Background: an optimization exercise with open tools, aiming at small area. Do not read the settings as production practice.
In this exercise RTL edits were held to simulation tests only and were not proved equivalent to the original.

## maple
// Txt_Renderer
module Txt_Renderer(
	input              CLOCK_50,
	input              RST_N,         
	input       [3:1]  KEY,
	input       [9:0]  SW,
	output      [6:0]  HEX3,
	output      [6:0]  HEX5,
	output             LEDR0,
	input       [31:0] from_hps,
	output      [7:0]  hps_dout1,     
	output      [7:0]  hps_dout2,     
	output             hps_op_cplt,   
	output      [2:0]  hps_sens_mode, 
	output      [3:1]  hps_sens_t,    
	output             hps_graph,     
	output      [12:0] p1_addr,
	output             p1_we,
	output      [7:0]  p1_w,
	input       [7:0]  p1_r,
	output      [12:0] p2_addr,
	input       [7:0]  p2_r,
	output VGA_CLK,
	output VGA_BLANK_N,
	output VGA_HS,
	output VGA_VS,
	output [7:0]VGA_R,
	output [7:0]VGA_B,
	output [7:0]VGA_G
);
Size: about 3,800 cells after synthesis, about 910 flip-flops, roughly 170 I/O pins, about 48,000 µm² of cells after synthesis.
==> flow/config.mk <==
export PLATFORM = sky130hd
export DESIGN_NAME = Txt_Renderer
export DESIGN_NICKNAME = Txt_Renderer
export VERILOG_FILES = /design/flow/design.v
export SDC_FILE = /design/flow/constraint.sdc
export NUM_CORES = 4
export LEC_CHECK = 0
export CAP_MARGIN = 10
export CORE_MARGIN = 2
export CORE_UTILIZATION = 55
export CTS_CLUSTER_DIAMETER = 60
export CTS_CLUSTER_SIZE = 25
export PLACE_DENSITY = 0.7
export SLEW_MARGIN = 10
export SYNTH_MEMORY_MAX_BITS = 65536
==> flow/constraint.sdc <==
create_clock -name core_clock -period 30.0 [get_ports {CLOCK_50}]
set_input_delay 6.0000 -clock core_clock [delete_from_list [all_inputs] [get_ports {CLOCK_50}]]
set_output_delay 6.0000 -clock core_clock [all_outputs]
set_load 0.01 [all_outputs]
standard.sh (not shown) runs the stock make flow with config.mk's settings and CLKGATE_MAP_FILE= SYNTH_SCRIPT=/design/flow/synth_recipe.tcl, a recipe that flattens the netlist after the stock synthesis.
==> flow/flow/run.sh <==
#!/bin/bash
# Layout flow: the standard layout (standard.sh, ORFS make targets) run
# with a copy of the ORFS scripts that changes how the layout is made, not
# what it must meet:
#  - synthesis maps to cells with flow/abc_area.script, an area-oriented ABC
#    script (rounds of &dc2, &dch and &nf with delay relaxed, no buffering
#    or upsizing; the later ORFS
#    repair steps still fix slew, capacitance and timing);
#  - clock tree synthesis inserts no dummy loads;
#  - port buffers are buf_1 cells.
# Every tool's output goes to ORFS's logs under orfs/logs; make's own output
# goes to flow_make.log here.
set -euo pipefail
rm -rf scripts_area
cp -r "$FLOW_HOME/scripts" scripts_area
cp flow/abc_area.script scripts_area/abc_speed.script
sed -i 's/^  -sink_clustering_enable \\$/  -sink_clustering_enable -dont_use_dummy_load \\/' scripts_area/cts.tcl
grep -q -- '-dont_use_dummy_load' scripts_area/cts.tcl
bash standard.sh SCRIPTS_DIR="$PWD/scripts_area" \
  "BUFFER_PORTS_ARGS=-buffer_cell sky130_fd_sc_hd__buf_1" \
  finish > flow_make.log 2>&1
==> flow/flow/abc_area.script <==
&get -n
&st
&dc2
&dch -f
&nf -R 1000 -p
&st
&dc2
&dch -f
&nf -R 1000 -p
&st
&dc2
&dch -f
&nf -R 1000 -p
&st
&dc2
&dch -f
&nf -R 1000 -p
&put
topo
stime -c
Having completed the whole flow, maple delivered a layout that passed the timing, DRC and antenna checks.
Setup changes, maple to cedar
# maple
export LEC_CHECK = 0
export CAP_MARGIN = 10
export CORE_MARGIN = 2
export CORE_UTILIZATION = 55
export CTS_CLUSTER_DIAMETER = 60
export CTS_CLUSTER_SIZE = 25
export PLACE_DENSITY = 0.7
export SLEW_MARGIN = 10
export SYNTH_MEMORY_MAX_BITS = 65536
create_clock -name core_clock -period 30.0 [get_ports {CLOCK_50}]
# cedar
export LEC_CHECK = 0
export CAP_MARGIN = 10
export CORE_MARGIN = 2
export CORE_UTILIZATION = 55
export CTS_CLUSTER_DIAMETER = 70
export CTS_CLUSTER_SIZE = 28
export PLACE_DENSITY = 0.7
export SLEW_MARGIN = 10
export SYNTH_MEMORY_MAX_BITS = 65536
create_clock -name core_clock -period 30.0 [get_ports {CLOCK_50}]
## What came out
Diff maple -> cedar | highest net fanout along the worst path | down by more than 10%. Number of nets in the finished design (higher): maple. | fraction of area in multi-input gates | cedar vs maple | 0.39 points higher |. Number of non-clock inverters came out exactly the same in maple and cedar. From maple to cedar the numbers moved as follows: utilization now smaller; worst hold slack comparable; number of buffers inserted during clock tree synthesis now smaller. From maple to cedar the numbers moved as follows: chip height flat, final cell count shows a reduction of 0.38%.

==> port drivers added, routing unchanged <==
No port has a modelled driver above. Below, the same layouts with a new extraction and two added sets of constraints. Step 1: set_driving_cell puts a clkbuf_16 on CLOCK_50 and a buf_2 on each other input, an assumption about the parent block. Step 2, shift: input delay + t, output delay - t, t = (earliest + latest rising clock arrival at the registers) / 2. This alone moves slack from input paths to output paths. a / b / c = ideal ports / drivers / drivers and shift; a / b = the first two.
run | t, ns | slack for setup (ns) | clock arrival spread, ns
maple | 0.689 | 1.568 / 1.540 / 1.540 | 0.119 / 0.119
cedar | 0.706 | 1.580 / 1.552 / 1.552 | 0.111 / 0.111
After both steps setup and hold are still met in every run listed.
